Source: an optimization exercise on an open RTL-to-GDS flow (aim: small area). Production flows keep margins and buffers that such runs may drop.
Where RTL was checked, it was by simulation tests only, not by an equivalence proof against the original.
Function not checked in runs 4 to 7: the RTL went through the layout flow alone.
Power is estimated from default activity; no workload was simulated.

--- config.mk ---
export PLATFORM = sky130hd
export DESIGN_NAME = NewdephaseV1
export DESIGN_NICKNAME = NewdephaseV1
export VERILOG_FILES = /design/flow/design.v
export SDC_FILE = /design/flow/constraint.sdc
export NUM_CORES = 4
export LEC_CHECK = 0
export CAP_MARGIN = 20
export CORE_MARGIN = 2
export CORE_UTILIZATION = 40
export SLEW_MARGIN = 20
--- run.sh ---
#!/bin/bash
# synth_recipe.tcl (not shown) runs the flow's synth.tcl, then flattens the netlist and writes it again
# the make line also repeats each setting of config.mk as NAME=value (left out here)
make -C /OpenROAD-flow-scripts/flow DESIGN_CONFIG=/design/flow/config.mk WORK_HOME=/design/flow/orfs CLKGATE_MAP_FILE= SYNTH_SCRIPT=/design/flow/synth_recipe.tcl finish
--- constraint.sdc ---
create_clock -name core_clock -period 10.0 [get_ports {sys_clk}]
set_input_delay 2.0000 -clock core_clock [delete_from_list [all_inputs] [get_ports {sys_clk}]]
set_output_delay 2.0000 -clock core_clock [all_outputs]
set_load 0.01 [all_outputs]
--- design.v ---
`timescale 1ns / 1ps
module NewdephaseV1(
    input                               sys_clk                    ,
    input                               sys_rstn                   ,
    input                               GRI_DATA_Valid             ,
    input              [  15:0]         Cor_Peak_Index             ,
    input                               Cor_Peak_Valid             ,
    input                               GRI_MXY                    , 
    output             [   1:0]         phase_out                  ,
    output                              phase_valid                 
 );
    localparam                              static_num = 10             ; 
    reg                                     GRI_DATA_Valid_d1          ;
    reg                                     GRI_DATA_Valid_d2          ;
    wire                                    GRI_START                  ;
    always @(posedge sys_clk) begin
        if(!sys_rstn) begin
            GRI_DATA_Valid_d1 <= 'd0 ;
            GRI_DATA_Valid_d2 <= 'd0 ;
        end
        else begin
            GRI_DATA_Valid_d1 <= GRI_DATA_Valid    ;
            GRI_DATA_Valid_d2 <= GRI_DATA_Valid_d1 ;
        end
    end
    assign  GRI_START = GRI_DATA_Valid_d1 & (~GRI_DATA_Valid_d2);
    (*mark_debug="true"*)reg                    [   7:0]         state                      ;
    (*mark_debug="true"*)reg      signed        [  15:0]         peak_std                   ;  
    (*mark_debug="true"*)reg      signed        [  15:0]         peak_sum                   ;
    (*mark_debug="true"*)reg                                     peak_sum_valid             ;
    always @(posedge sys_clk) begin
        if(!sys_rstn) begin
            state          <= 'd0 ;
            peak_std       <= 'd0 ;
            peak_sum       <= 'd0 ;
            peak_sum_valid <= 'd0 ;
        end
        else begin
            case (state)
                'd0 : begin
                    peak_sum_valid <= 'd0 ;
                    if(GRI_START) begin
                        state <= 'd1      ;
                    end
                    else begin
                        state <= state    ;
                    end
                end
                'd1 : begin
                    if(Cor_Peak_Valid) begin
                        state    <= 'd2            ;
                        peak_std <= Cor_Peak_Index ;                    
                    end
                    else begin
                        state    <= state    ;
                        peak_std <= peak_std ;
                    end
                end
                'd2 : begin
                    if(Cor_Peak_Valid) begin
                        state    <= 'd3                                           ; 
                        peak_sum <= Cor_Peak_Index  - 1000 - peak_std             ;
                    end
                    else begin
                        state    <= state    ;
                        peak_sum <= peak_sum ;
                    end
                end
                'd3 : begin
                    if(Cor_Peak_Valid) begin
                        state    <= 'd4                                           ; 
                        peak_sum <= peak_sum + Cor_Peak_Index  - 2000 - peak_std  ;
                    end
                    else begin
                        state    <= state    ;
                        peak_sum <= peak_sum ;
                    end                
                end
                'd4 : begin
                    if(Cor_Peak_Valid) begin
                        state    <= 'd5                                           ; 
                        peak_sum <= peak_sum + Cor_Peak_Index  - 3000 - peak_std  ;
                    end
                    else begin
                        state    <= state    ;
                        peak_sum <= peak_sum ;
                    end                
                end      
                'd5 : begin
                    if(Cor_Peak_Valid) begin
                        state    <= 'd6                                           ; 
                        peak_sum <= peak_sum + Cor_Peak_Index  - 4000 - peak_std  ;
                    end
                    else begin
                        state    <= state    ;
                        peak_sum <= peak_sum ;
                    end                
                end      
                'd6 : begin
                    if(Cor_Peak_Valid) begin
                        state    <= 'd7                                           ; 
                        peak_sum <= peak_sum + Cor_Peak_Index  - 5000 - peak_std  ;
                    end
                    else begin
                        state    <= state    ;
                        peak_sum <= peak_sum ;
                    end                
                end  
                'd7 : begin
                    if(Cor_Peak_Valid) begin
                        state    <= 'd8                                           ; 
                        peak_sum <= peak_sum + Cor_Peak_Index  - 6000 - peak_std  ;
                    end
                    else begin
                        state    <= state    ;
                        peak_sum <= peak_sum ;
                    end                
                end      
                'd8 : begin
                    if(Cor_Peak_Valid) begin
                        state    <= (GRI_MXY)?'d10:'d9                            ; 
                        peak_sum <= peak_sum + Cor_Peak_Index  - 7000 - peak_std  ;
                    end
                    else begin
                        state    <= state    ;
                        peak_sum <= peak_sum ;
                    end                
                end 
                'd9 : begin
                    if(Cor_Peak_Valid) begin
                        state    <= 'd10                                          ; 
                        peak_sum <= peak_sum + Cor_Peak_Index  - 9000 - peak_std  ;
                    end
                    else begin
                        state    <= state    ;
                        peak_sum <= peak_sum ;
                    end                
                end    
                'd10 : begin
                    peak_sum_valid <= 1'd1 ;
                    state          <=  'd0 ;
                end                                               
            endcase
        end
    end
    (*mark_debug="true"*)reg                    [   1:0]         phase_out_r                ;
    (*mark_debug="true"*)reg                                     phase_valid_r              ;
    (*mark_debug="true"*)reg                    [   7:0]         pos_result_cnt             ;
    (*mark_debug="true"*)reg                    [   7:0]         neg_result_cnt             ;
    (*mark_debug="true"*)reg                    [   7:0]         phase_sta                  ;
    (*mark_debug="true"*)reg                    [   7:0]         gri_cnt                    ;
    always @(posedge sys_clk) begin
        if(!sys_rstn) begin
            gri_cnt        <= 'd0  ;
            phase_sta      <= 'd0  ;
            phase_out_r    <= 'b10 ;
            phase_valid_r  <= 'd0  ;
            pos_result_cnt <= 'd0  ;
            neg_result_cnt <= 'd0  ;
        end
        else begin
            case (phase_sta) 
                'd0 : begin
                    phase_valid_r    <= 1'd0                        ;
                    if(peak_sum_valid) begin
                        if(peak_sum <= 16'd23 && peak_sum >= 16'd12 ) begin
                            pos_result_cnt <= pos_result_cnt + 1'd1 ;
                        end
                        else if(peak_sum <= -16'd12 && peak_sum >= -16'd23 ) begin
                            neg_result_cnt <= neg_result_cnt + 1'd1 ;
                        end
                        else begin
                            pos_result_cnt <= pos_result_cnt ;
                            neg_result_cnt <= neg_result_cnt ;
                        end
                        gri_cnt      <= gri_cnt + 1'd1          ;
                    end
                    else begin
                        phase_valid_r <= (gri_cnt == static_num -1)?'d1 : 'd0       ;
                        gri_cnt       <= (gri_cnt == static_num -1)?'d0 : gri_cnt   ;
                        phase_sta     <= (gri_cnt == static_num -1)?'d1 : phase_sta ;
                    end
                end
                'd1 : begin
                    neg_result_cnt  <= 'd0   ;
                    pos_result_cnt  <= 'd0   ;
                    phase_valid_r   <= 1'd0  ;
                    phase_sta       <= 'd0   ;
                    if( neg_result_cnt >= pos_result_cnt ) begin
                        phase_out_r <= 2'b01 ;
                    end
                    else begin
                        phase_out_r <= 2'b10 ;
                    end
                end
            endcase
        end
    end
assign  phase_out   = phase_out_r   ;
assign  phase_valid = phase_valid_r ;
endmodule
==> key figures, run 1 <==
Status
  • Status: no timing/DRC/antenna violations

Die
  • Die H: 150 um
  • Total core area: 21000 um2
  • Starting Density: 40.7%
  • Die ar.: 22600 um2
  • I/O pin count: 24
  • Rows: 53
  • Die width: 150 um

Clock tree
  • Post-CTS resize count: 0
  • Setup bufs post-CTS: 0
  • CTS buffer count: 9
  • Worst-Skew Late Latency: 0.33 ns
  • CTS tree: yes
  • CTS Root Cell: clkbuf_16
  • Max clock buf depth: 2
  • CTS sink cnt: 67
  • Hold buffer count at CTS: 0
  • H-tree depth: 3
  • Clock Pin Slew Worst Setup and Hold Paths: 0.06 ns

Synth
  • Ys flop type: dfxtp_1
  • Synth warnings: 1
  • Cell area after synthesis: 8560 um2
  • Seq cells post-synth: 67
  • Synth cell types: 69
  • Post-synth EDFFs: 0
  • Ys async rst share: 0%
  • Syn nets: 1317
  • Post-synthesis sequential area ratio: 15.7%
  • Cell count after synthesis: 1173
  • Avg Cell Area, Syn: 7.30 um2

Final layout
  • Antenna diodes: 0
  • Layout cells sized above 1: 3.60%
  • Fillers: 2170
  • Non-Filler Instances: 1442
  • Commonest cells after routing, fill and taps aside: 120 x ha_1, 116 x nand2_1, 110 x a21oi_1
  • Commonest non-fill, non-tap cell in the layout: ha_1
  • Synth-to-Final Area Change: 8.65%
  • Design area: 9300 um2
  • Final core occ: 44.2%
  • Total Nets Final: 1306

Place
  • I/O Buffers: 23
  • GP Congestion: 0.957
  • Post-DP HPWL: 21200 um
  • Post-Place Worst Slack: 2.63 ns
  • Placed cells: 1426
  • Post-place instance area: 8980 um2

Pwr
  • PwrDens: 133 nW/um2
  • P_leak: 3.78 nW
  • Peak supply drop: 0.0753 mV
  • Total Power: 1.24 mW

STA
  • Setup_tns: 0 ns
  • Max Slew Vio Count: 0
  • RSZ-0062 raised after global routing: no
  • Final hold vios: 0
  • Clock Skew: 0.00869 ns
  • Final setup fails: 0
  • Final min period: 7.12 ns
  • Final period util: 71.2%
  • Setup slack after layout: 2.88 ns
  • Worst slew margin: 22.8%
  • Worst Max-Slew Pin Slew: 1.15 ns
  • WHS: 0.464 ns
  • Fmax: 140 MHz

Routing
  • Final ANT Viol Nets: 0
  • Initial DRC Count: 653
  • TritonRoute pass-1 iters: 5
  • Final WL: 27000 um
  • Vias/cell: 5.80
  • # DRC: 0
  • Vias after detailed routing: 8368
  • Drt wl/cell: 18.7 um

Worst setup path
  • Nature of the critical path startpoint: primary input
  • WP data required: 10.22 ns
  • Crit Path Category: in2reg
  • Arrival time at the worst endpoint: 7.34 ns
  • Worst Setup End Kind: register
  • Crit-path max FO: 18

Flow run
  • Max-cap violations: 0

Global route
  • GRT Total Usage: 24.0%
  • Vias in the first global route: 7857
  • First-pass GRT wire length: 42400 um
  • Antenna violations before repair: 0
  • Total grt overflow: 0
  • Pin count of the biggest net entering global routing: 51

Hold path
  • Worst Hold Class: reg2reg
-- report_power, final --
part / switching (mW) / leakage (nW) / internal [mW] / total, mW
Combinational: 0.385 / 3.09 / 0.233 / 0.618
Sequential: 0.00731 / 0.541 / 0.272 / 0.279
Clock: 0.125 / 0.149 / 0.219 / 0.344
-- final timing paths --
kind / from / endpoint / slack [ns] / cells past startpoint
worst min register to register: peak_std[2] / peak_std[2] / 0.46 / 2
worst min-delay path: peak_std[2] / peak_std[2] / 0.46 / 2
worst max-delay path: Cor_Peak_Index[0] / peak_sum[14] / 2.88 / 24
worst max register to register: peak_sum[0] / peak_sum[14] / 4.63 / 23
-- sequential cells by signal (all words and copies together), names as in the netlist, 2 cells and up --
signal and cells:
peak_std 16, peak_sum 16, gri_cnt 8, neg_result_cnt 8, pos_result_cnt 8, state 4, phase_out_r 2
-- final cells by class --
type / instances / area, um2 / share of cell area [%]
Multi-Input combinational cell: 962 / 6680 / 71.8
Clock buffer: 10 / 229 / 2.46
Sequential cell: 67 / 1340 / 14.4
Tap cell: 275 / 344 / 3.70
Clock inverter: 6 / 88.8 / 0.955
Timing Repair Buffer: 27 / 260 / 2.80
Inverter: 95 / 357 / 3.83
-- Yosys cell counts (8+ instances only) --
cell,n,area [um2]
nand3_1,32,160
and2_1,13,81.3
a22oi_1,12,90.1
ha_1,120,1500
o21a_1,12,90.1
clkbuf_1,47,176
a211oi_1,13,97.6
a21boi_0,21,158
a21oi_1,110,551
xor2_1,36,315
xnor2_1,55,482
o21ai_0,68,340
nor2b_1,15,93.8
inv_1,95,357
nand2b_1,22,138
and3_1,12,75.1
o221ai_1,11,96.3
or2_2,8,50.1
o21bai_1,10,75.1
o22ai_1,13,81.3
dfxtp_1,67,1340
nor3_1,17,85.1
a21o_1,23,173
nand4_1,13,81.3
a31oi_1,23,144
nand2_1,116,435
nor2_1,90,338
-- logic make-up (layout without fill, tap and decap cells) --
family | Yosys count | count (layout) | share of synthesized area (%)
fa+ha+maj | 123 | 123 | 18.2
xor+xnor | 93 | 93 | 9.82
mux | 5 | 5 | 0.585
simple gates | 353 | 353 | 19.3
buf+inv | 144 | 138 | 6.34
compound gates | 388 | 388 | 30.1
flops | 67 | 67 | 15.7
-- per-layer routing --
metal	up-vias	global-route usage (%)	share of wire, %
met5	-	0	0
met4	0	9.67	4.0
met3	69	3.39	5.2
met2	242	38.5	44
met1	3867	32.2	47
li1	4190	-	-
-- critical path: stages --
cell,delay (ns)
clkdlybuf4s50_1,0.50
ha_1,0.18
inv_1,0.06
fa_1,0.39
nor2b_1,0.13
o21ai_0,0.11
a21boi_0,0.30
o21ai_0,0.15
nand2b_1,0.12
a21o_1,0.23
a21oi_1,0.11
xnor2_1,0.15
ha_1,0.20
ha_1,0.49
a21oi_1,0.47
o31ai_1,0.17
a31oi_1,0.37
or4_1,0.20
a21oi_1,0.07
a211o_1,0.32
o32ai_1,0.26
nand3_1,0.12
a211oi_2,0.15
a21oi_1,0.08
==> inputs of run 2 (changes only) <==
==> design.v (replaced) <==
module NewdephaseV1(
    input               sys_clk,
    input               sys_rstn,
    input               GRI_DATA_Valid,
    input      [15:0]   Cor_Peak_Index,
    input               Cor_Peak_Valid,
    input               GRI_MXY,
    output     [1:0]    phase_out,
    output              phase_valid
);
    localparam [15:0] OFS = 16'd27992;             
    localparam [15:0] KM  = 16'd28000 - 16'd37000;  
    localparam [3:0] S_IDLE = 4'd0,  S_CAP = 4'd1,
                     S_P1 = 4'd2, S_P7 = 4'd8, S_P8 = 4'd9,
                     S_FXS = 4'd10, S_FXM = 4'd11;
    reg        g1, g2;
    reg [3:0]  state;
    reg        sv;           
    reg [15:0] std;
    reg [15:0] acc;
    reg [3:0]  cnt;          
    reg [4:0]  dif;          
    reg        po;           
    wire gstart = g1 & ~g2;
    wire v      = Cor_Peak_Valid;
    wire is_cap  = (state == S_CAP);
    wire is_peak = (state >= S_P1) && (state <= S_P8);
    wire is_fxs  = (state == S_FXS);
    wire is_fxm  = (state == S_FXM);
    wire [15:0] b = ({16{is_peak & v}} & Cor_Peak_Index)
                  | ({16{is_fxs}} & std)
                  | ({16{is_fxm}} & KM);
    wire [16:0] c;
    wire [15:0] sum;
    assign c[0] = 1'b0;
    genvar i;
    generate for (i = 0; i < 16; i = i + 1) begin : g_add
        assign sum[i]   = acc[i] ^ b[i] ^ c[i];
        assign c[i+1]   = (acc[i] & b[i]) | (acc[i] & c[i]) | (b[i] & c[i]);
    end endgenerate
    always @(posedge sys_clk) begin
        if (is_cap & v) begin
            std <= Cor_Peak_Index;
            acc <= {~Cor_Peak_Index[12:0], 3'b000};
        end else begin
            acc <= sum;
        end
    end
    always @(posedge sys_clk) begin
        if (!sys_rstn) begin
            g1    <= 1'b0;
            g2    <= 1'b0;
            state <= S_IDLE;
            sv    <= 1'b0;
        end else begin
            g1 <= GRI_DATA_Valid;
            g2 <= g1;
            sv <= is_fxs | is_fxm;
            case (state)
                S_IDLE: if (gstart) state <= S_CAP;
                S_FXS, S_FXM: state <= S_IDLE;
                S_P7: if (v) state <= GRI_MXY ? S_FXS : S_P8;
                S_P8: if (v) state <= S_FXM;
                default: if (v) state <= state + 4'd1;
            endcase
        end
    end
    wire hi  = (acc[15:6] == 10'b0110110101) & ~acc[4];
    wire pos = hi &  acc[5] & (acc[3] | acc[2]);
    wire neg = hi & ~acc[5] & (acc[3:0] != 4'd0) & (acc[3:0] <= 4'd12);
    always @(posedge sys_clk) begin
        if (!sys_rstn) begin
            cnt <= 4'd0;
            dif <= 5'h1F;
            po  <= 1'b1;
        end else begin
            if (cnt == 4'd10) begin
                cnt <= 4'd0;
                dif <= 5'h1F;
                po  <= ~dif[4];
            end else if (cnt == 4'd9) begin
                cnt <= 4'd10;
            end else if (sv) begin
                cnt <= cnt + 4'd1;
                if (pos) dif <= dif + 5'd1;
                else if (neg) dif <= dif - 5'd1;
            end
        end
    end
    assign phase_valid = (cnt == 4'd10);
    assign phase_out   = {po, ~po};
endmodule
==> flow/run.sh (new file) <==
#!/bin/bash
# Standard layout, with the full log kept here.
bash standard.sh > standard.log 2>&1
==> standard.sh (new file) <==
#!/bin/bash
# synth_recipe.tcl (not shown) runs the flow's synth.tcl, then flattens the netlist and writes it again
# the make line also repeats each setting of config.mk as NAME=value (left out here)
make -C /OpenROAD-flow-scripts/flow DESIGN_CONFIG=/design/flow/config.mk WORK_HOME=/design/flow/orfs CLKGATE_MAP_FILE= SYNTH_SCRIPT=/design/flow/synth_recipe.tcl "${@:-finish}"
removed: run.sh
==> run 2 against run 1 <==
Critical path depth fell by 1. First-iteration DRC count decreased by 83%. Clock skew fell by 0.0012 ns. Design area shrank 68%. Count of clock-buffer cells in the layout is 2 lower. Largest power group is now registers. Worst setup slack got worse by 1.7 ns. Critical path type unchanged. Global-route usage is 9.5 points lower. Still clean.
==> key figures, run 2 <==
Status
  • Status: no timing/DRC/antenna violations

STA
  • Final min period: 8.83 ns
  • Final hold vios: 0
  • Worst Max-Slew Pin Slew: 0.491 ns
  • Final setup fails: 0
  • Worst slew margin: 67.1%
  • Max Slew Vio Count: 0
  • Setup_tns: 0 ns
  • Clock Skew: 0.00747 ns
  • RSZ-0062 raised after global routing: no
  • Fmax: 113 MHz
  • Final period util: 88.3%

Synth
  • Synth top cells by count: 33 x dfxtp_1, 23 x inv_1, 16 x edfxtp_1, 16 x mux2i_1, 15 x fa_1
  • Cell area after synthesis: 2560 um2
  • Cell taking the most area after synthesis: dfxtp_1
  • Avg Cell Area, Syn: 11.2 um2
  • Syn nets: 276
  • Post-synthesis sequential area ratio: 44.5%
  • Post-synth EDFFs: 16
  • Ys flop type: dfxtp_1
  • Synth warnings: 1
  • Count leader, synth: dfxtp_1
  • Top cells by area, synth: dfxtp_1 26%, edfxtp_1 19%, fa_1 12%, mux2i_1 6.3%, ha_1 5.9%
  • Largest family of logic cells by synthesized area: adder cells
  • Synth Area in Adders: 17.6%
  • Seq cells post-synth: 49
  • Cell count after synthesis: 228
  • Compound-Gate Fraction of Synth Area: 12.8%
  • Post-synthesis xor/xnor area fraction: 3.08%
  • Mux share of post-synthesis cell area: 6.25%
  • Ys async rst share: 0%
  • Synth cell types: 47
  • Share of the synthesized area in the top cell type: 25.8%
  • Simple-gate area share of the yosys netlist: 10.9%

Die
  • Rows: 29
  • Die ar.: 7060 um2
  • Starting Density: 40.8%
  • Die H: 84.0 um
  • Die width: 84.0 um
  • Total core area: 6280 um2
  • I/O pin count: 24

Final layout
  • Synth-to-Final Area Change: 15.6%
  • Design area: 2960 um2
  • Commonest non-fill, non-tap cell in the layout: dfxtp_1
  • Layout cells sized above 1: 4.72%
  • Final core occ: 47.2%
  • Largest registers: acc (16), std (16), dif (5)
  • Total Nets Final: 301
  • Commonest cells after routing, fill and taps aside: 33 x dfxtp_1, 23 x inv_1, 23 x clkdlybuf4s50_1
  • Antenna diodes: 0
  • Non-Filler Instances: 331

Clock tree
  • H-tree depth: 2
  • Setup bufs post-CTS: 0
  • Clock Pin Slew Worst Setup and Hold Paths: 0.09 ns
  • Worst-Skew Late Latency: 0.31 ns
  • CTS buffer count: 5
  • Hold buffer count at CTS: 0
  • CTS sink cnt: 49
  • Post-CTS resize count: 0
  • CTS Root Cell: clkbuf_8
  • Max clock buf depth: 2
  • CTS tree: yes

Worst setup path
  • Reg2Reg Launch Point: state[1]
  • Crit Path Category: in2reg
  • Arrival time at the worst endpoint: 9.01 ns
  • Worst Reg2Reg Path Length in Cells: 24
  • R2R Path End: acc[15]
  • WP data required: 10.18 ns
  • Worst Setup End Kind: register
  • Nature of the critical path startpoint: primary input
  • FF-to-FF setup slack: 2.63 ns
  • Crit-path max FO: 5

Flow run
  • Max-cap violations: 0

Place
  • GP Congestion: 0.776
  • Placed cells: 323
  • Post-place instance area: 2880 um2
  • Post-DP HPWL: 3360 um
  • I/O Buffers: 23

Routing
  • Drt wl/cell: 14.3 um
  • Initial DRC Count: 110
  • # DRC: 0
  • Vias after detailed routing: 1743
  • TritonRoute pass-1 iters: 4
  • Final ANT Viol Nets: 0
  • Vias/cell: 5.27
  • Final WL: 4730 um

Hold path
  • Worst hold start: dif[2]
  • Worst Hold Depth: 2
  • Worst Hold Class: reg2reg
  • Worst Hold Endpoint: dif[2]

Global route
  • Total grt overflow: 0
  • First-pass GRT wire length: 8110 um
  • Pin count of the biggest net entering global routing: 33
  • Antenna violations before repair: 0
  • GRT Total Usage: 14.4%
  • Vias in the first global route: 1634

Pwr
  • Total Power: 654 uW
  • PwrDens: 221 nW/um2
  • Peak supply drop: 0.118 mV
  • P_leak: 1.07 nW
==> run 2: cell count changes in the layout (fill, tap and decap cells not counted), moves of 50 or more <==
cell,change
a21oi_1,-100
nand2_1,-103
nor2_1,-80
o21ai_0,-64
xnor2_1,-50
ha_1,-108
inv_1,-72
==> run 2: how the worst max path moves through the flow <==
stage              startpoint       to  slack, ns  depth (start not counted)
6_report       Cor_Peak_Valid  acc[15]       1.17                         23
5_1_grt        Cor_Peak_Valid  acc[15]       0.88                         23
4_1_cts        Cor_Peak_Valid  acc[15]       1.19                         23
3_5_place_dp   Cor_Peak_Valid  acc[15]       0.86                         23
3_3_place_gp   Cor_Peak_Valid  acc[15]       1.02                         23
2_1_floorplan  Cor_Peak_Valid  acc[15]       1.39                         23
==> run 2: logic make-up (layout without fill, tap and decap cells) <==
| family | after synthesis | in the layout |
|---|---|---|
| AO/OA/AOI/OAI | 46 | 46 |
| buffers and inverters | 32 | 58 |
| adder cells (fa/ha/maj) | 27 | 27 |
| multiplexers | 16 | 16 |
| flip-flops | 49 | 49 |
| XOR/XNOR | 9 | 9 |
| AND/OR/NAND/NOR | 49 | 49 |
==> run 2: final cells by class <==
type / count / area, um2
Fill cell: 579 / 3320
Multi-Input combinational cell: 147 / 1300
Sequential cell: 49 / 1140
Timing Repair Buffer: 27 / 260
Tap cell: 77 / 96.3
Inverter: 23 / 86.3
Clock buffer: 8 / 80.1
==> run 2: through the flow <==
stage,hold WS (ns),setup slack [ns]
floorplan,0.436,1.39
global placement,0.461,1.02
detailed placement,0.455,0.865
CTS,0.490,1.19
global route,0.504,0.876
finish,0.489,1.17
==> run 2: power breakdown <==
part / leakage [nW] / total (mW) / switching, mW / internal [mW]
clock network: 0.0395 / 0.114 / 0.0644 / 0.0499
logic: 0.614 / 0.248 / 0.135 / 0.113
registers: 0.419 / 0.292 / 0.0310 / 0.261
==> run 2: metal layers <==
| layer | up-vias | track usage, % | routed length, um |
|---|---|---|---|
| met5 | - | 0 | 0 |
| met2 | 38 | 20.9 | 2100 |
| met1 | 843 | 21.2 | 2370 |
| met4 | 0 | 4.84 | 72 |
| met3 | 7 | 3.36 | 180 |
| li1 | 855 | - | - |
==> run 2: critical path, stage by stage <==
cell	delay, ns
clkdlybuf4s50_1	0.54
o41ai_1	0.10
a21oi_1	0.36
a22o_1	0.21
ha_1	0.15
fa_1	0.16
inv_1	0.05
fa_1	0.37
fa_1	0.39
fa_1	0.39
fa_1	0.38
fa_1	0.39
fa_1	0.39
fa_1	0.38
fa_1	0.38
fa_1	0.39
fa_1	0.39
fa_1	0.38
fa_1	0.40
fa_1	0.39
xor2_1	0.16
xnor2_1	0.16
mux2i_1	0.08
==> inputs of run 3 (changes only) <==
==> run.sh (new file) <==
#!/bin/bash
# synth_recipe.tcl (not shown) runs the flow's synth.tcl, then flattens the netlist and writes it again
# the make line also repeats each setting of config.mk as NAME=value (left out here)
make -C /OpenROAD-flow-scripts/flow DESIGN_CONFIG=/design/flow/config.mk WORK_HOME=/design/flow/orfs CLKGATE_MAP_FILE= SYNTH_SCRIPT=/design/flow/synth_recipe.tcl finish
removed: flow/run.sh
removed: standard.sh
==> run 3 against run 2 <==
Die area unchanged. Sequential power about the same. First-iteration DRC count unchanged. Still clean on timing, DRC and antenna.
==> key figures, run 3 <==
Routing
  • # DRC: 0
  • TritonRoute pass-1 iters: 4
  • Initial DRC Count: 110
  • Drt wl/cell: 14.3 um
  • Final ANT Viol Nets: 0
  • Vias after detailed routing: 1743
  • Vias/cell: 5.27
  • Final WL: 4730 um

Synth
  • Ys async rst share: 0%
  • Synth Area in Adders: 17.6%
  • Largest family of logic cells by synthesized area: adder cells
  • Post-synthesis xor/xnor area fraction: 3.08%
  • Post-synthesis sequential area ratio: 44.5%
  • Simple-gate area share of the yosys netlist: 10.9%
  • Avg Cell Area, Syn: 11.2 um2
  • Top cells by area, synth: dfxtp_1 26%, edfxtp_1 19%, fa_1 12%, mux2i_1 6.3%, ha_1 5.9%
  • Synth cell types: 47
  • Cell count after synthesis: 228
  • Post-synth EDFFs: 16
  • Cell area after synthesis: 2560 um2
  • Compound-Gate Fraction of Synth Area: 12.8%
  • Ys flop type: dfxtp_1
  • Seq cells post-synth: 49
  • Count leader, synth: dfxtp_1
  • Mux share of post-synthesis cell area: 6.25%
  • Synth warnings: 1
  • Share of the synthesized area in the top cell type: 25.8%
  • Cell taking the most area after synthesis: dfxtp_1
  • Synth top cells by count: 33 x dfxtp_1, 23 x inv_1, 16 x edfxtp_1, 16 x mux2i_1, 15 x fa_1
  • Syn nets: 276

Final layout
  • Total Nets Final: 301
  • Commonest non-fill, non-tap cell in the layout: dfxtp_1
  • Largest registers: acc (16), std (16), dif (5)
  • Commonest cells after routing, fill and taps aside: 33 x dfxtp_1, 23 x inv_1, 23 x clkdlybuf4s50_1
  • Final core occ: 47.2%
  • Layout cells sized above 1: 4.72%
  • Antenna diodes: 0
  • Synth-to-Final Area Change: 15.6%

STA
  • Final hold vios: 0
  • Setup slack after layout: 1.17 ns
  • Worst Max-Slew Pin Slew: 0.491 ns
  • Final period util: 88.3%
  • Final min period: 8.83 ns
  • Clock Skew: 0.00747 ns
  • Worst slew margin: 67.1%
  • RSZ-0062 raised after global routing: no
  • Max Slew Vio Count: 0
  • Final setup fails: 0
  • Fmax: 113 MHz
  • Setup_tns: 0 ns

Pwr
  • P_leak: 1.07 nW
  • PwrDens: 221 nW/um2
  • Peak supply drop: 0.118 mV
  • Total Power: 654 uW

Worst setup path
  • Worst Setup End Kind: register
  • Crit Path Category: in2reg
  • Crit path top cell by count: fa_1
  • Arrival time at the worst endpoint: 9.01 ns
  • CP Buf/Inv Count: 2
  • Slowest stage delay, CP: 0.54 ns
  • WP data required: 10.18 ns
  • Slowest-stage cell, CP: clkdlybuf4s50_1
  • Crit-path max FO: 5
  • Critical path's top delay family: adder cells
  • Nature of the critical path startpoint: primary input
  • Critical path cell sequence: clkdlybuf4s50_1 > o41ai_1 > a21oi_1 > a22o_1 > ha_1 > fa_1 > inv_1 > fa_1 > fa_1 > fa_1 > fa_1 > fa_1 > fa_1 > fa_1 > fa_1 > fa_1 > fa_1 > fa_1 > fa_1 > fa_1 > xor2_1 > xnor2_1 > mux2i_1

Clock tree
  • Post-CTS resize count: 0
  • CTS Root Cell: clkbuf_8
  • H-tree depth: 2
  • Worst-Skew Late Latency: 0.31 ns
  • CTS sink cnt: 49
  • Hold buffer count at CTS: 0
  • CTS buffer count: 5
  • CTS tree: yes
  • Setup bufs post-CTS: 0
  • Clock Pin Slew Worst Setup and Hold Paths: 0.09 ns
  • Max clock buf depth: 2

Die
  • Die ar.: 7060 um2
  • Die H: 84.0 um
  • Die width: 84.0 um
  • Starting Density: 40.8%
  • Rows: 29
  • I/O pin count: 24
  • Total core area: 6280 um2

Global route
  • Antenna violations before repair: 0
  • GRT Total Usage: 14.4%
  • Pin count of the biggest net entering global routing: 33
  • Vias in the first global route: 1634
  • Total grt overflow: 0
  • First-pass GRT wire length: 8110 um

Hold path
  • Worst Hold Class: reg2reg

Place
  • Post-Place Worst Slack: 0.865 ns
  • GP Congestion: 0.776
  • I/O Buffers: 23
  • Post-DP HPWL: 3360 um

Status
  • Status: no timing/DRC/antenna violations

Flow run
  • Max-cap violations: 0
==> run 3: area by class of cell <==
cell class	count	area [um2]
flip-flops and latches	49	1140
clock buffers	8	80.1
inverters	23	86.3
fillers	579	3320
repair buffers	27	260
well taps	77	96.3
multi-input cells	147	1300
==> run 3: power by group <==
part	switching (mW)	internal (mW)	leakage (nW)
Clock	0.0644	0.0499	0.0395
Combinational	0.135	0.113	0.614
Sequential	0.0310	0.261	0.419
==> run 3: worst register-to-register path, delay by kind of cell, from the launching register on <==
| family | cells | cell delay (ns) |
|---|---|---|
| AOI/OAI and AO/OA | 3 | 0.70 |
| DFF | 1 | 0.38 |
| buffers and inverters | 2 | 0.17 |
| muxes | 1 | 0.08 |
| adders and majority gates | 16 | 5.58 |
| xor gates and xnor gates | 2 | 0.32 |
==> run 3: per-layer routing <==
metal | global-route usage, % | wire length (um) | vias up
li1 | - | - | 855
met1 | 21.2 | 2370 | 843
met2 | 20.9 | 2100 | 38
met3 | 3.36 | 180 | 7
met4 | 4.84 | 72 | 0
met5 | 0 | 0 | -
==> run 3: cells by family after synthesis <==
kind of cell,count (synthesis)
compound gates,46
mux,16
fa+ha+maj,27
flops,49
buf+inv,32
simple gates,49
xor+xnor,9
==> run 3: final timing paths <==
kind / start / endpoint / cells after the start / slack, ns
max: Cor_Peak_Valid / acc[15] / 23 / 1.17
min: dif[2] / dif[2] / 2 / 0.49
max reg2reg: state[1] / acc[15] / 24 / 2.63
min reg2reg: dif[2] / dif[2] / 2 / 0.49
==> run 3: stage by stage <==
step           hold slack [ns]  area (um2)  std cells
2_1_floorplan            0.436        2560        228
3_3_place_gp             0.461        2880        323
3_5_place_dp             0.455        2880        323
4_1_cts                  0.490        2960        331
5_1_grt                  0.504        2960        331
6_report                 0.489        2960        331
==> inputs of run 4 (changes only) <==
==> design.v (replaced) <==
module NewdephaseV1(
    input               sys_clk,
    input               sys_rstn,
    input               GRI_DATA_Valid,
    input      [15:0]   Cor_Peak_Index,
    input               Cor_Peak_Valid,
    input               GRI_MXY,
    output     [1:0]    phase_out,
    output              phase_valid
);
    localparam [15:0] KM = 16'd9000;    
    wire v = Cor_Peak_Valid;
    reg        g1, g2;
    reg [3:0]  s;
    reg        sv;           
    wire gstart = g1 & ~g2;
    wire idle   = ~(s[0] | s[1] | s[2] | s[3]);
    wire fx     = s[3] & s[1];
    wire fclr   = ~sys_rstn | fx;
    wire t      = idle ? gstart : v;
    wire c1     = t & s[0];
    wire c2     = c1 & s[1];
    wire c3     = c2 & s[2];
    wire jump   = s[3] & ~s[1] & ~s[0] & v & GRI_MXY;    
    wire cap    = ~s[3] & ~s[2] & ~s[1] & s[0] & v;
    wire pkv    = v & (s[3] ? ~s[1] : (s[2] | s[1]));
    wire is_fxs = fx & s[0];
    wire is_fxm = fx & ~s[0];
    always @(posedge sys_clk) begin
        g1   <= sys_rstn & GRI_DATA_Valid;
        g2   <= g1;
        sv   <= sys_rstn & fx;
        s[0] <= ~fclr & (s[0] ^ t);
        s[1] <= ~fclr & ((s[1] ^ c1) | jump);
        s[2] <= ~fclr & (s[2] ^ c2);
        s[3] <= ~fclr & (s[3] ^ c3);
    end
    reg [15:0] std;
    reg [15:0] acc;
    wire [15:0] b = ({16{pkv}} & ~Cor_Peak_Index)
                  | ({16{is_fxs}} & ~std)
                  | ({16{is_fxm}} & KM);
    wire [16:1] c;
    wire [15:0] sum;
    dph_ha u_ha (.a(acc[0]), .b(b[0]), .s(sum[0]), .co(c[1]));
    genvar i;
    generate for (i = 1; i < 16; i = i + 1) begin : g_add
        dph_fa u_fa (.a(acc[i]), .b(b[i]), .ci(c[i]), .s(sum[i]), .co(c[i+1]));
    end endgenerate
    always @(posedge sys_clk) begin
        if (cap) begin
            std <= Cor_Peak_Index;
            acc <= {Cor_Peak_Index[12:0], 3'b000};
        end else begin
            acc <= sum;
        end
    end
    wire hi  = (acc[15:6] == 10'b1001001010) & ~acc[4];
    wire pos = hi & ~acc[5] & (acc[3:0] != 4'd0) & (acc[3:0] <= 4'd12);
    wire neg = hi &  acc[5] & (acc[3] | acc[2]);
    reg [3:0] cnt;
    reg [4:0] dif;           
    reg       po;            
    wire dec  = cnt[3] & cnt[1];
    wire c9   = cnt[3] & cnt[0];
    wire inc  = sv | c9;
    wire vclr = ~sys_rstn | dec;
    wire up   = sv & pos;
    wire dn   = sv & neg;
    wire [4:0] tg;
    assign tg[0] = up | dn;
    assign tg[1] = tg[0] & (dif[0] ^ dn);
    assign tg[2] = tg[1] & (dif[1] ^ dn);
    assign tg[3] = tg[2] & (dif[2] ^ dn);
    assign tg[4] = tg[3] & (dif[3] ^ dn);
    always @(posedge sys_clk) begin
        cnt[0] <= ~vclr & (cnt[0] ^ inc);
        cnt[1] <= ~vclr & (cnt[1] ^ (inc & cnt[0]));
        cnt[2] <= ~vclr & (cnt[2] ^ (inc & cnt[0] & cnt[1]));
        cnt[3] <= ~vclr & (cnt[3] ^ (inc & cnt[0] & cnt[1] & cnt[2]));
        dif    <= {5{vclr}} | (dif ^ tg);
        po     <= ~sys_rstn | (dec ? ~dif[4] : po);
    end
    assign phase_valid = dec;
    assign phase_out   = {po, ~po};
endmodule
module dph_fa(input a, input b, input ci, output s, output co);
    assign s  = a ^ b ^ ci;
    assign co = (a & b) | (a & ci) | (b & ci);
endmodule
module dph_ha(input a, input b, output s, output co);
    assign s  = a ^ b;
    assign co = a & b;
endmodule
--- a/config.mk
+++ b/config.mk
@@ -11 +11,3 @@
 export SLEW_MARGIN = 20
+export SYNTH_HIERARCHICAL = 1
+export SYNTH_MINIMUM_KEEP_SIZE = 0
==> run 4 against run 3 <==
Still clean. Register-to-register slack got worse by 0.32 ns. Combinational power down 52%. Flip-flop and latch count unchanged. Clock power up 6%. Worst hold slack got worse by 0.13 ns. Sequential share of layout area grew 3.2 points. Routed wire length decreased by 7.5%. Synthesized cell count down 19%. Power shrank 18%. Count of clock-buffer cells in the layout is 2 lower.
==> key figures, run 4 <==
Status
  • Status: no timing/DRC/antenna violations

Routing
  • Vias after detailed routing: 1475
  • # DRC: 0
  • Final ANT Viol Nets: 0
  • TritonRoute pass-1 iters: 4
  • Vias/cell: 5.21
  • Initial DRC Count: 68
  • Drt wl/cell: 15.5 um
  • Final WL: 4380 um

Clock tree
  • CTS Root Cell: clkbuf_8
  • CTS buffer count: 5
  • Setup bufs post-CTS: 0
  • Hold buffer count at CTS: 0
  • Clock Pin Slew Worst Setup and Hold Paths: 0.09 ns
  • CTS sink cnt: 49
  • Post-CTS resize count: 0
  • Worst-Skew Late Latency: 0.30 ns
  • H-tree depth: 2
  • CTS tree: yes
  • Max clock buf depth: 2

Die
  • Die ar.: 6460 um2
  • Die H: 80.4 um
  • I/O pin count: 24
  • Starting Density: 41.9%
  • Rows: 27
  • Die width: 80.4 um
  • Total core area: 5570 um2

Synth
  • Count leader, synth: dfxtp_1
  • Cell taking the most area after synthesis: dfxtp_1
  • Top cells by area, synth: dfxtp_1 28%, edfxtp_1 21%, fa_1 13%, mux2_2 6.3%, ha_1 3.8%
  • Synth cell types: 42
  • Synth warnings: 7
  • Cell count after synthesis: 184
  • Post-synthesis xor/xnor area fraction: 1.88%
  • Post-synthesis sequential area ratio: 48.9%
  • Syn nets: 227
  • Largest family of logic cells by synthesized area: adder cells
  • Seq cells post-synth: 49
  • Ys async rst share: 0%
  • Post-synth EDFFs: 16
  • Cell area after synthesis: 2330 um2
  • Share of the synthesized area in the top cell type: 28.3%
  • Compound-Gate Fraction of Synth Area: 8.95%
  • Synth Area in Adders: 16.6%
  • Avg Cell Area, Syn: 12.7 um2
  • Ys flop type: dfxtp_1
  • Synth top cells by count: 33 x dfxtp_1, 16 x edfxtp_1, 15 x fa_1, 13 x mux2_2, 11 x o22ai_1
  • Simple-gate area share of the yosys netlist: 14.3%
  • Mux share of post-synthesis cell area: 7.56%

Pwr
  • PwrDens: 196 nW/um2
  • P_leak: 1.10 nW
  • Peak supply drop: 0.120 mV

STA
  • Final period util: 90.0%
  • Final setup fails: 0
  • RSZ-0062 raised after global routing: no
  • Setup_tns: 0 ns
  • Worst Max-Slew Pin Slew: 0.485 ns
  • Clock Skew: 0.00335 ns
  • Setup slack after layout: 0.998 ns
  • Worst slew margin: 67.6%
  • Max Slew Vio Count: 0
  • Final min period: 9.00 ns
  • Final hold vios: 0
  • Fmax: 111 MHz

Final layout
  • Final core occ: 49.0%
  • Fillers: 502
  • Design area: 2730 um2
  • Layout cells sized above 1: 13.7%
  • Commonest cells after routing, fill and taps aside: 33 x dfxtp_1, 23 x clkdlybuf4s50_1, 16 x edfxtp_1
  • Multi-input logic area: 1150 um2
  • Largest registers: acc (16), std (16), dif (5)
  • Commonest non-fill, non-tap cell in the layout: dfxtp_1
  • Antenna diodes: 0
  • Total Nets Final: 253
  • Register Area: 1140 um2
  • Synth-to-Final Area Change: 17.1%

Worst setup path
  • WP data required: 10.20 ns
  • Worst Setup End Kind: register
  • Crit. path cell count: 20
  • Arrival time at the worst endpoint: 9.20 ns
  • Slowest-stage cell, CP: clkdlybuf4s50_1
  • Slowest stage delay, CP: 0.46 ns
  • Critical path's top delay family: adder cells
  • CP Buf/Inv Count: 1
  • Nature of the critical path startpoint: primary input
  • Worst Reg2Reg Path Length in Cells: 20
  • Crit path top cell by count: fa_1
  • Crit-path max FO: 4
  • Crit Path Category: in2reg
  • Critical path cell sequence: clkdlybuf4s50_1 > nand3_1 > o22ai_1 > ha_1 > fa_1 > fa_1 > fa_1 > fa_1 > fa_1 > fa_1 > fa_1 > fa_1 > fa_1 > fa_1 > fa_1 > fa_1 > fa_1 > fa_1 > fa_1 > mux2_2

Global route
  • Vias in the first global route: 1528
  • Pin count of the biggest net entering global routing: 33
  • Antenna violations before repair: 0
  • GRT Total Usage: 15.5%
  • First-pass GRT wire length: 7470 um
  • Total grt overflow: 0

Place
  • Post-place instance area: 2640 um2
  • Post-Place Worst Slack: 0.713 ns
  • Post-DP HPWL: 3270 um
  • I/O Buffers: 23
  • GP Congestion: 0.770

Hold path
  • Worst Hold Depth: 0
  • Worst Hold Class: reg2reg

Flow run
  • Max-cap violations: 0
[run 4: power breakdown]
part	total (mW)	internal [mW]	switching (mW)
registers	0.295	0.252	0.0429
logic	0.120	0.0714	0.0490
clock network	0.121	0.0550	0.0663
[run 4: final timing paths]
| kind | startpoint | endpoint | slack (ns) |
|---|---|---|---|
| max | Cor_Peak_Valid | acc[15] | 1.0 |
| min | g1 | g2 | 0.35 |
| max reg2reg | s[1] | acc[15] | 2.31 |
| min reg2reg | g1 | g2 | 0.35 |
[run 4: per-stage QoR]
stage,std cells,power (mW),hold slack (ns)
6_report,283,0.537,0.355
5_1_grt,283,0.573,0.375
4_1_cts,283,0.542,0.357
3_5_place_dp,275,0.421,0.340
3_3_place_gp,275,0.416,0.337
2_1_floorplan,184,0.378,0.331
[run 4: Yosys stat by module (local to each module, per instance)]
module / flops+latches / cells inside / copies in the design
NewdephaseV1: 49 / 168 / 1
dph_ha: 0 / 1 / 1
dph_fa: 0 / 1 / 15
[run 4: kinds of logic after synthesis]
family	Yosys count
DFF	49
xor gates and xnor gates	5
and+or+nand+nor	50
adders and majority gates	22
muxes	16
buffers and inverters	10
AOI/OAI and AO/OA	32
[run 4: layout make-up]
class,instances,area share (%)
well taps,72,3.30
inverters,4,0.549
multi-input cells,125,42.1
repair buffers,25,8.97
clock buffers,6,3.02
clock inverters,2,0.320
flip-flops and latches,49,41.7
[run 4: worst reg2reg max path, delay by kind of cell (launching register included)]
kind,cells,cell delay [ns]
AND/OR/NAND/NOR,2,0.66
adder cells (fa/ha/maj),16,6.20
flip-flops,1,0.37
AO/OA/AOI/OAI,1,0.11
multiplexers,1,0.26
[run 4: per-layer routing]
metal  track usage (%)  vias to the layer above  share of wire (%)
li1                  -                      724                  -
met3              3.71                        5                3.1
met5                 0                        -                  0
met1              19.3                      721                 44
met4              4.07                        0                1.2
met2              26.8                       25                 52
==> inputs of run 5 (changes only) <==
==> flow/run.sh (new file) <==
#!/bin/bash
# Standard ORFS layout; the port buffers use the smallest buffer cell.
export BUFFER_PORTS_ARGS="-buffer_cell sky130_fd_sc_hd__buf_1"
bash standard.sh > standard.log 2>&1
==> standard.sh (new file) <==
#!/bin/bash
# synth_recipe.tcl (not shown) runs the flow's synth.tcl, then flattens the netlist and writes it again
# the make line also repeats each setting of config.mk as NAME=value (left out here)
make -C /OpenROAD-flow-scripts/flow DESIGN_CONFIG=/design/flow/config.mk WORK_HOME=/design/flow/orfs CLKGATE_MAP_FILE= SYNTH_SCRIPT=/design/flow/synth_recipe.tcl "${@:-finish}"
removed: run.sh
==> run 5 against run 4 <==
Register-to-register slack lost 0.04 ns. Flip-flop and latch count is the same. Routed wire length shrank 6.1%. Maximum frequency grew 3.5%. Area after synthesis is the same. Critical path type unchanged. Largest cell class unchanged. Largest power group unchanged.
==> key figures, run 5 <==
Status
  • Status: no timing/DRC/antenna violations

STA
  • Fmax: 115 MHz
  • Setup_tns: 0 ns
  • Worst slew margin: 66.1%
  • Final min period: 8.70 ns
  • Final hold vios: 0
  • Setup slack after layout: 1.30 ns
  • RSZ-0062 raised after global routing: no
  • Final setup fails: 0
  • Final period util: 87.0%
  • Max Slew Vio Count: 0
  • Clock Skew: 0.00561 ns
  • Worst Max-Slew Pin Slew: 0.506 ns

Place
  • Post-DP HPWL: 3030 um
  • Post-Place Worst Slack: 0.979 ns
  • Placed cells: 275
  • I/O Buffers: 23
  • GP Congestion: 0.725
  • Post-place instance area: 2500 um2

Worst setup path
  • WP data required: 10.19 ns
  • Start point of the critical path: Cor_Peak_Valid
  • Crit Path Category: in2reg
  • Slowest-stage cell, CP: fa_1
  • Crit path top cell by count: fa_1
  • Slowest stage delay, CP: 0.43 ns
  • Nature of the critical path startpoint: primary input
  • Crit-path max FO: 16
  • Reg2Reg Launch Point: s[1]
  • Worst Setup End Kind: register
  • Arrival time at the worst endpoint: 8.89 ns
  • Critical path's top delay family: adder cells
  • CP Buf/Inv Count: 2
  • Critical path cell sequence: buf_1 > nand3_1 > buf_4 > o22ai_1 > ha_1 > fa_1 > fa_1 > fa_1 > fa_1 > fa_1 > fa_1 > fa_1 > fa_1 > fa_1 > fa_1 > fa_1 > fa_1 > fa_1 > fa_1 > fa_1 > mux2_2

Clock tree
  • CTS Root Cell: clkbuf_8
  • CTS sink cnt: 49
  • Max clock buf depth: 2
  • H-tree depth: 2
  • Post-CTS resize count: 0
  • Clock Pin Slew Worst Setup and Hold Paths: 0.08 ns
  • Worst-Skew Late Latency: 0.30 ns
  • Hold buffer count at CTS: 0
  • Setup bufs post-CTS: 0
  • CTS tree: yes
  • CTS buffer count: 5

Final layout
  • Layout cells sized above 1: 13.3%
  • Multi-input logic area: 1150 um2
  • Non-Filler Instances: 283
  • Largest registers: acc (16), std (16), dif (5)
  • Register Area: 1140 um2
  • Fillers: 540
  • Commonest non-fill, non-tap cell in the layout: dfxtp_1
  • Total Nets Final: 253
  • Design area: 2610 um2
  • Synth-to-Final Area Change: 11.6%
  • Commonest cells after routing, fill and taps aside: 33 x dfxtp_1, 23 x buf_1, 16 x edfxtp_1
  • Antenna diodes: 0

Routing
  • Vias after detailed routing: 1448
  • Vias/cell: 5.12
  • Drt wl/cell: 14.5 um
  • TritonRoute pass-1 iters: 4
  • Initial DRC Count: 26
  • Final ANT Viol Nets: 0
  • # DRC: 0
  • Final WL: 4110 um

Global route
  • Pin count of the biggest net entering global routing: 33
  • Met2 Use GR: 24.1%
  • Total grt overflow: 0
  • Met1 GRT Util: 19.2%
  • First-pass GRT wire length: 7260 um
  • Antenna violations before repair: 0
  • Busiest grt layer: met2
  • GRT Total Usage: 14.9%
  • Met3 Usage GRT: 4.04%
  • Vias in the first global route: 1501

Pwr
  • Peak supply drop: 0.128 mV
  • PwrDens: 209 nW/um2
  • P_leak: 1.04 nW

Die
  • Total core area: 5570 um2
  • Starting Density: 41.9%
  • Die ar.: 6460 um2
  • Die H: 80.4 um
  • I/O pin count: 24
  • Rows: 27
  • Die width: 80.4 um

Synth
  • Cell taking the most area after synthesis: dfxtp_1
  • Avg Cell Area, Syn: 12.7 um2
  • Cell count after synthesis: 184
  • Synth cell types: 42
  • Post-synthesis xor/xnor area fraction: 1.88%
  • Largest family of logic cells by synthesized area: adder cells
  • Synth Area in Adders: 16.6%
  • Syn nets: 227
  • Post-synthesis sequential area ratio: 48.9%
  • Simple-gate area share of the yosys netlist: 14.3%
  • Mux share of post-synthesis cell area: 7.56%
  • Compound-Gate Fraction of Synth Area: 8.95%
  • Ys async rst share: 0%
  • Synth top cells by count: 33 x dfxtp_1, 16 x edfxtp_1, 15 x fa_1, 13 x mux2_2, 11 x o22ai_1
  • Cell area after synthesis: 2330 um2
  • Share of the synthesized area in the top cell type: 28.3%
  • Top cells by area, synth: dfxtp_1 28%, edfxtp_1 21%, fa_1 13%, mux2_2 6.3%, ha_1 3.8%
  • Seq cells post-synth: 49
  • Synth warnings: 7
  • Ys flop type: dfxtp_1
  • Post-synth EDFFs: 16
  • Count leader, synth: dfxtp_1

Hold path
  • Worst hold start: g1
  • Worst Hold Class: reg2reg

Flow run
  • Max-cap violations: 0
[run 5: cell counts after synthesis]
No cell type changed its count.
[run 5: final timing paths]
path	to	cells after the start	slack [ns]
hold / removal	g2	0	0.36
hold reg to reg	g2	0	0.36
setup reg to reg	acc[15]	21	2.27
setup / recovery	acc[15]	21	1.30
[run 5: where the power goes]
part | internal (mW) | switching (mW) | total, mW | leakage (nW)
sequential | 0.252 | 0.0432 | 0.295 | 0.418
combinational | 0.0653 | 0.0474 | 0.113 | 0.574
clock | 0.0739 | 0.0626 | 0.136 | 0.0528
total | 0.391 | 0.153 | 0.544 | 1.04
[run 5: area by class of cell]
type                       instances  area share, %
clock buffer                       6           2.79
inverter                           4          0.576
clock inverter                     2           1.30
sequential                        49           43.8
timing repair buffer              25           3.89
tap                               72           3.46
multi-input combinational        125           44.2
[run 5: cell families after synthesis]
group / Yosys count
multiplexers: 16
adder cells (fa/ha/maj): 22
AO/OA/AOI/OAI: 32
buffers and inverters: 10
AND/OR/NAND/NOR: 50
flip-flops: 49
XOR/XNOR: 5
[run 5: Yosys stat by module, one instance, submodules excluded]
| module | times used | flops+latches | cell area, um2 | cells inside |
|---|---|---|---|---|
| NewdephaseV1 | 1 | 49 | 2020 | 168 |
| dph_fa | 15 | 0 | 20.0 | 1 |
| dph_ha | 1 | 0 | 12.5 | 1 |
[run 5: layer usage]
layer | part of all wire, % | wire, um
met2 | 48 | 1980
met4 | 1.4 | 56
met1 | 47 | 1950
met3 | 3.1 | 129
met5 | 0 | 0
[run 5: metrics by stage]
step	hold WS [ns]	utilization (%)	power, mW
5_1_grt	0.372	46.7	0.586
2_1_floorplan	0.331	-	0.378
4_1_cts	0.362	46.7	0.553
6_report	0.361	46.7	0.544
3_3_place_gp	0.336	44.8	0.413
3_5_place_dp	0.348	44.8	0.415
==> inputs of run 6 (changes only) <==
==> flow/run.sh (replaced) <==
#!/bin/bash
export BUFFER_PORTS_ARGS="-buffer_cell sky130_fd_sc_hd__buf_1"
export CTS_ARGS="-sink_clustering_enable -repair_clock_nets -buf_list sky130_fd_sc_hd__clkbuf_8 -sink_clustering_size 50 -sink_clustering_max_diameter 300 -dont_use_dummy_load"
bash standard.sh > standard.log 2>&1
==> run 6 against run 5 <==
Largest cell class unchanged. Global-route usage hardly changed. Maximum frequency barely moved. Count of clock-buffer cells in the layout shrank 1. Highest routed layer unchanged. Register-to-register slack about the same. Still clean. Clock power decreased by 24%.
==> key figures, run 6 <==
Status
  • Status: no timing/DRC/antenna violations

Clock tree
  • CTS tree: yes
  • CTS Root Cell: clkbuf_8
  • H-tree depth: 2
  • Post-CTS resize count: 0
  • Max clock buf depth: 2
  • Setup bufs post-CTS: 0
  • Hold buffer count at CTS: 0
  • Worst-Skew Late Latency: 0.30 ns
  • CTS buffer count: 5
  • Clock Pin Slew Worst Setup and Hold Paths: 0.08 ns
  • CTS sink cnt: 49

Die
  • Total core area: 5570 um2
  • Die width: 80.4 um
  • Rows: 27
  • Starting Density: 41.9%
  • Die ar.: 6460 um2
  • I/O pin count: 24
  • Die H: 80.4 um

STA
  • Max Slew Vio Count: 0
  • Setup_tns: 0 ns
  • Fmax: 115 MHz
  • Clock Skew: 0.0147 ns
  • Final hold vios: 0
  • Final setup fails: 0
  • WHS: 0.361 ns
  • Worst slew margin: 66.4%
  • Final period util: 87.0%
  • Final min period: 8.70 ns
  • RSZ-0062 raised after global routing: no
  • Setup slack after layout: 1.30 ns
  • Worst Max-Slew Pin Slew: 0.502 ns

Global route
  • First-pass GRT wire length: 7250 um
  • Vias in the first global route: 1497
  • GRT Total Usage: 14.9%
  • Antenna violations before repair: 0
  • Total grt overflow: 0
  • Pin count of the biggest net entering global routing: 33

Synth
  • Syn nets: 227
  • Cell taking the most area after synthesis: dfxtp_1
  • Post-synthesis sequential area ratio: 48.9%
  • Seq cells post-synth: 49
  • Synth top cells by count: 33 x dfxtp_1, 16 x edfxtp_1, 15 x fa_1, 13 x mux2_2, 11 x o22ai_1
  • Avg Cell Area, Syn: 12.7 um2
  • Synth cell types: 42
  • Count leader, synth: dfxtp_1
  • Cell area after synthesis: 2330 um2
  • Synth warnings: 7
  • Top cells by area, synth: dfxtp_1 28%, edfxtp_1 21%, fa_1 13%, mux2_2 6.3%, ha_1 3.8%
  • Share of the synthesized area in the top cell type: 28.3%
  • Post-synth EDFFs: 16
  • Ys flop type: dfxtp_1
  • Ys async rst share: 0%
  • Cell count after synthesis: 184

Worst setup path
  • Reg2Reg Launch Point: s[1]
  • Worst Setup End Kind: register
  • Critical path's top delay family: adder cells
  • Crit path top cell by count: fa_1
  • Slowest-stage cell, CP: fa_1
  • CP Buf/Inv Count: 2
  • Worst Reg2Reg Path Length in Cells: 21
  • Critical path cell sequence: buf_1 > nand3_1 > buf_4 > o22ai_1 > ha_1 > fa_1 > fa_1 > fa_1 > fa_1 > fa_1 > fa_1 > fa_1 > fa_1 > fa_1 > fa_1 > fa_1 > fa_1 > fa_1 > fa_1 > fa_1 > mux2_2
  • Nature of the critical path startpoint: primary input
  • Crit-path max FO: 16
  • Slowest stage delay, CP: 0.43 ns
  • Start point of the critical path: Cor_Peak_Valid
  • Arrival time at the worst endpoint: 8.89 ns
  • WP data required: 10.19 ns
  • Crit. path cell count: 21
  • Crit Path Category: in2reg

Pwr
  • Net Switching: 149 uW
  • P_leak: 1.03 nW
  • Int Pwr: 362 uW
  • PwrDens: 199 nW/um2
  • Sw frac: 29.2%
  • Total Power: 512 uW
  • Peak supply drop: 0.128 mV
  • Part of the power in registers: 57.7%
  • Clock power frac: 20.3%
  • Comb power frac: 22.0%

Routing
  • Drt wl/cell: 14.7 um
  • Vias/cell: 5.15
  • Final WL: 4100 um
  • Initial DRC Count: 18
  • TritonRoute pass-1 iters: 5
  • Final ANT Viol Nets: 0
  • Vias after detailed routing: 1443
  • # DRC: 0

Final layout
  • Non-Filler Instances: 280
  • Total Nets Final: 253
  • Commonest cells after routing, fill and taps aside: 33 x dfxtp_1, 23 x buf_1, 16 x edfxtp_1
  • Commonest non-fill, non-tap cell in the layout: dfxtp_1
  • Synth-to-Final Area Change: 9.97%
  • Design area: 2570 um2
  • Antenna diodes: 0
  • Largest registers: acc (16), std (16), dif (5)
  • Final core occ: 46.1%
  • Fillers: 542
  • Layout cells sized above 1: 13.0%

Place
  • GP Congestion: 0.725
  • Post-place instance area: 2500 um2
  • Post-Place Worst Slack: 0.979 ns
  • Placed cells: 275
  • I/O Buffers: 23
  • Post-DP HPWL: 3030 um

Hold path
  • Worst Hold Depth: 0
  • Worst Hold Class: reg2reg
  • Worst hold start: g1

Flow run
  • Max-cap violations: 0
-- run 6: area by class of cell --
type	instances	area, um2	area share [%]
sequential	49	1140	44.4
inverter	4	15.0	0.585
timing repair buffer	25	101	3.95
tap	72	90.1	3.51
clock buffer	5	68.8	2.68
multi-input combinational	125	1150	44.8
-- run 6: power by group through the flow --
stage | clock (mW) | sequential, mW | combinational, mW
after floorplan | 0 | 0.286 | 0.0920
after global placement | 0 | 0.301 | 0.112
after detailed placement | 0 | 0.302 | 0.114
after CTS | 0.109 | 0.297 | 0.115
after global routing | 0.118 | 0.304 | 0.131
final | 0.104 | 0.295 | 0.112
-- run 6: metal layers --
layer	track usage [%]	up-vias	part of all wire (%)
met5	0	-	0
met4	5.08	0	1.4
met3	4.04	6	3.1
met2	24.2	20	48
met1	19.2	696	47
li1	-	721	-
-- run 6: final timing paths --
kind         slack (ns)      end
min                0.36       g2
min reg2reg        0.36       g2
max reg2reg        2.27  acc[15]
max                1.30  acc[15]
-- run 6: kinds of logic after synthesis --
group                    after synthesis  synth area share, %
AND/OR/NAND/NOR                       50                 14.3
AO/OA/AOI/OAI                         32                 8.95
adder cells (fa/ha/maj)               22                 16.6
flip-flops                            49                 48.9
XOR/XNOR                               5                 1.88
buffers and inverters                 10                 1.82
multiplexers                          16                 7.56
-- run 6: modules after synthesis, one instance, submodules excluded --
module / cell area, um2 / flops+latches / times used / cells inside
dph_ha: 12.5 / 0 / 1 / 1
NewdephaseV1: 2020 / 49 / 1 / 168
dph_fa: 20.0 / 0 / 15 / 1
==> inputs of run 7 (changes only) <==
--- a/design.v
+++ b/design.v
@@ -61,3 +61,3 @@
     reg [3:0] cnt;
-    reg [4:0] dif;           
+    reg [4:0] e;
     reg       po;            
@@ -67,10 +67,10 @@
     wire vclr = ~sys_rstn | dec;
-    wire up   = sv & pos;
-    wire dn   = sv & neg;
+    wire a1   = sv & pos;            
+    wire a0   = sv & ~pos & ~neg;    
     wire [4:0] tg;
-    assign tg[0] = up | dn;
-    assign tg[1] = tg[0] & (dif[0] ^ dn);
-    assign tg[2] = tg[1] & (dif[1] ^ dn);
-    assign tg[3] = tg[2] & (dif[2] ^ dn);
-    assign tg[4] = tg[3] & (dif[3] ^ dn);
+    assign tg[0] = a0;
+    assign tg[1] = a1 | (a0 & e[0]);
+    assign tg[2] = tg[1] & e[1];
+    assign tg[3] = tg[2] & e[2];
+    assign tg[4] = tg[3] & e[3];
     always @(posedge sys_clk) begin
@@ -80,4 +80,4 @@
         cnt[3] <= ~vclr & (cnt[3] ^ (inc & cnt[0] & cnt[1] & cnt[2]));
-        dif    <= {5{vclr}} | (dif ^ tg);
-        po     <= ~sys_rstn | (dec ? ~dif[4] : po);
+        e      <= {5{~vclr}} & (e ^ tg);
+        po     <= ~sys_rstn | (dec ? (e[4] | (e[3] & (e[2] | e[1]))) : po);
     end
==> flow/run.sh (replaced) <==
#!/bin/bash
export BUFFER_PORTS_ARGS="-buffer_cell sky130_fd_sc_hd__buf_1"
export CTS_ARGS="-sink_clustering_enable -repair_clock_nets -buf_list sky130_fd_sc_hd__clkbuf_16 -root_buf sky130_fd_sc_hd__clkbuf_16 -sink_clustering_size 50 -sink_clustering_max_diameter 300 -dont_use_dummy_load"
bash standard.sh > standard.log 2>&1
==> run 7 against run 6 <==
Clock skew shrank 0.0038 ns. Synthesized cell count shrank 8.2%. Register-to-register slack gained 0.06 ns. Count of clock-buffer cells in the layout is the same. Die area shrank 3.7%. Critical endpoint unchanged. Routed wire length shrank 7.9%. Non-clock buffer count shrank 1. Clock power grew 46%. Sequential share of layout area grew 0.95 points. Combinational power shrank 11%. Worst setup slack gained 0.023 ns. Critical path type unchanged. Still clean on timing, DRC and antenna. First-iteration DRC count grew to 2.7 times the previous value.
==> key figures, run 7 <==
Global route
  • Vias in the first global route: 1378
  • Pin count of the biggest net entering global routing: 33
  • Antenna violations before repair: 0
  • First-pass GRT wire length: 6490 um
  • Total grt overflow: 0
  • GRT Total Usage: 13.6%

STA
  • Worst Max-Slew Pin Slew: 0.524 ns
  • Final period util: 86.8%
  • Final setup fails: 0
  • Max Slew Vio Count: 0
  • RSZ-0062 raised after global routing: no
  • Fmax: 115 MHz
  • Worst slew margin: 65.1%
  • Clock Skew: 0.0109 ns
  • Setup_tns: 0 ns
  • Final min period: 8.68 ns
  • Final hold vios: 0

Worst setup path
  • FF-to-FF setup slack: 2.33 ns
  • CP Buf/Inv Count: 1
  • Reg2Reg Launch Point: s[1]
  • Arrival time at the worst endpoint: 8.83 ns
  • Slowest stage delay, CP: 0.43 ns
  • Worst Reg2Reg Path Length in Cells: 20
  • Crit path top cell by count: fa_1
  • WP data required: 10.16 ns
  • Worst Setup End Kind: register
  • R2R Path End: acc[15]
  • Critical path's top delay family: adder cells
  • Nature of the critical path startpoint: primary input
  • Crit-path max FO: 6
  • Slowest-stage cell, CP: fa_1
  • Critical path cell sequence: buf_1 > nand3_1 > o22ai_1 > ha_1 > fa_1 > fa_1 > fa_1 > fa_1 > fa_1 > fa_1 > fa_1 > fa_1 > fa_1 > fa_1 > fa_1 > fa_1 > fa_1 > fa_1 > fa_1 > mux2_2
  • Crit Path Category: in2reg

Final layout
  • Largest registers: acc (16), std (16), e (5)
  • Fillers: 521
  • Register Area: 1140 um2
  • Antenna diodes: 0
  • Synth-to-Final Area Change: 12.0%
  • Total Nets Final: 241
  • Multi-input logic area: 1050 um2
  • Commonest cells after routing, fill and taps aside: 33 x dfxtp_1, 23 x buf_1, 16 x edfxtp_1
  • Design area: 2510 um2
  • Layout cells sized above 1: 10.9%
  • Commonest non-fill, non-tap cell in the layout: dfxtp_1

Synth
  • Avg Cell Area, Syn: 13.3 um2
  • Cell area after synthesis: 2240 um2
  • Top cells by area, synth: dfxtp_1 29%, edfxtp_1 21%, fa_1 13%, mux2_2 6.5%, ha_1 6.1%
  • Syn nets: 216
  • Seq cells post-synth: 49
  • Ys flop type: dfxtp_1
  • Cell taking the most area after synthesis: dfxtp_1
  • Share of the synthesized area in the top cell type: 29.4%
  • Synth cell types: 37
  • Ys async rst share: 0%
  • Count leader, synth: dfxtp_1
  • Synth warnings: 7
  • Synth top cells by count: 33 x dfxtp_1, 16 x edfxtp_1, 15 x fa_1, 13 x mux2_2
  • Post-synthesis sequential area ratio: 50.9%
  • Post-synth EDFFs: 16
  • Cell count after synthesis: 169

Routing
  • Final ANT Viol Nets: 0
  • Vias/cell: 5.05
  • Initial DRC Count: 49
  • Vias after detailed routing: 1334
  • Drt wl/cell: 14.3 um
  • TritonRoute pass-1 iters: 4
  • Final WL: 3780 um
  • # DRC: 0

Clock tree
  • CTS sink cnt: 49
  • Post-CTS resize count: 0
  • Hold buffer count at CTS: 0
  • Setup bufs post-CTS: 0
  • Worst-Skew Late Latency: 0.28 ns
  • CTS Root Cell: clkbuf_16
  • CTS tree: yes
  • Max clock buf depth: 2
  • CTS buffer count: 5
  • H-tree depth: 2
  • Clock Pin Slew Worst Setup and Hold Paths: 0.06 ns

Flow run
  • Max-cap violations: 0

Die
  • I/O pin count: 24
  • Die ar.: 6220 um2
  • Total core area: 5470 um2
  • Die width: 78.9 um
  • Rows: 27
  • Starting Density: 41.0%
  • Die H: 78.9 um

Place
  • Post-place instance area: 2390 um2
  • I/O Buffers: 23
  • GP Congestion: 0.725
  • Post-DP HPWL: 2780 um

Pwr
  • PwrDens: 217 nW/um2
  • Peak supply drop: 0.141 mV
  • P_leak: 1.04 nW

Hold path
  • Worst Hold Depth: 0
  • Worst Hold Class: reg2reg
  • Worst hold start: g1
  • Worst Hold Endpoint: g2

Status
  • Status: no timing/DRC/antenna violations
==> run 7: cell count changes in the layout (fill, tap and decap cells not counted), moves of 2 or more <==
cell and change:
nand2_1 -5, clkbuf_16 +5, clkbuf_8 -5, or2_2 -2, mux2i_1 -3, xnor2_1 -2
ha_1 +4, or3_1 -3, and3_1 +3, nor3b_1 +2
==> run 7: worst register-to-register path: stages (launching register included) <==
cell and delay (ns):
dfxtp_1 0.36, or3_4 0.45, nand3_1 0.26, o22ai_1 0.15, ha_1 0.21, fa_1 0.38
fa_1 0.38, fa_1 0.38, fa_1 0.39, fa_1 0.39, fa_1 0.39, fa_1 0.39
fa_1 0.39, fa_1 0.39, fa_1 0.40, fa_1 0.40, fa_1 0.40, fa_1 0.39
fa_1 0.39, fa_1 0.43, mux2_2 0.26
==> run 7: per-layer routing <==
| metal | track usage [%] | share of wire (%) | wire length [um] | vias up |
|---|---|---|---|---|
| met5 | 0 | 0 | 0 | - |
| li1 | - | - | - | 663 |
| met2 | 22.1 | 49 | 1870 | 20 |
| met3 | 3.64 | 3.4 | 127 | 4 |
| met1 | 17.6 | 46 | 1730 | 647 |
| met4 | 4.66 | 1.3 | 51 | 0 |
==> run 7: worst max-delay path by stage <==
stage / startpoint / to / slack [ns] / cells after the start
floorplan: Cor_Peak_Valid / acc[15] / 1.28 / 20
global placement: Cor_Peak_Valid / acc[15] / 1.18 / 20
detailed placement: Cor_Peak_Valid / acc[15] / 1.03 / 20
CTS: Cor_Peak_Valid / acc[15] / 1.32 / 20
global route: Cor_Peak_Valid / acc[15] / 1.10 / 20
finish: Cor_Peak_Valid / acc[15] / 1.32 / 20
==> run 7: power by group <==
group	switching [mW]	leakage (nW)	internal, mW
logic	0.0422	0.565	0.0580
registers	0.0397	0.418	0.252
clock network	0.0638	0.0616	0.0884
==> run 7: stage by stage <==
step	setup slack, ns	total power, mW	hold slack [ns]	std cells	util, %
after CTS	1.32	0.554	0.348	264	45.9
after global placement	1.18	0.398	0.349	259	43.6
after global routing	1.10	0.580	0.356	264	45.9
after detailed placement	1.03	0.399	0.353	259	43.6
final	1.32	0.544	0.342	264	45.9
after floorplan	1.28	0.367	0.331	169	-
==> run 7: cell type report <==
class	instances	area share (%)
Sequential cell	49	45.4
Clock buffer	5	4.98
Multi-Input combinational cell	110	41.7
Tap cell	72	3.58
Timing Repair Buffer	24	3.73
Inverter	4	0.597
==> run 7: per-module statistics from Yosys, one instance, submodules excluded <==
module | times used | cells | area [um2] | flip-flops and latches
NewdephaseV1 | 1 | 153 | 1930 | 49
dph_fa | 15 | 1 | 20.0 | 0
dph_ha | 1 | 1 | 12.5 | 0
==> run 7: kinds of logic (layout without fill, tap and decap cells) <==
kind of cell / after synthesis / in the layout / synth area share (%)
DFF: 49 / 49 / 50.9
and+or+nand+nor: 37 / 37 / 10.5
AOI/OAI and AO/OA: 32 / 32 / 9.37
adders and majority gates: 26 / 26 / 19.5
muxes: 13 / 13 / 6.53
buffers and inverters: 10 / 33 / 2.40
xor gates and xnor gates: 2 / 2 / 0.781

afterwards: timing with drivers on the ports:
In the flow no input, the clock included, has a driving cell. The finished layouts below were timed again as built, in two steps. Step 1: set_driving_cell puts a clkbuf_16 on sys_clk and a buf_2 on each other input, an assumption about the parent block. Step 2 also shifts input and output timing later by t, the mid clock arrival at the registers, as if the neighbouring blocks saw the same clock. Slacks: no drivers / after step 1 / after step 2; pairs: no drivers / after step 1.
| run | t (ns) | slack for setup (ns) |
|---|---|---|
| run 1 | 0.368 | 2.882 / 2.899 / 2.530 |
| run 2 | 0.331 | 1.171 / 1.179 / 0.848 |
| run 3 | 0.331 | 1.171 / 1.179 / 0.848 |
| run 4 | 0.325 | 0.998 / 0.993 / 0.668 |
| run 5 | 0.322 | 1.301 / 1.307 / 0.985 |
| run 6 | 0.317 | 1.302 / 1.308 / 0.992 |
| run 7 | 0.307 | 1.325 / 1.341 / 1.034 |
After both steps every run listed still meets setup and hold.
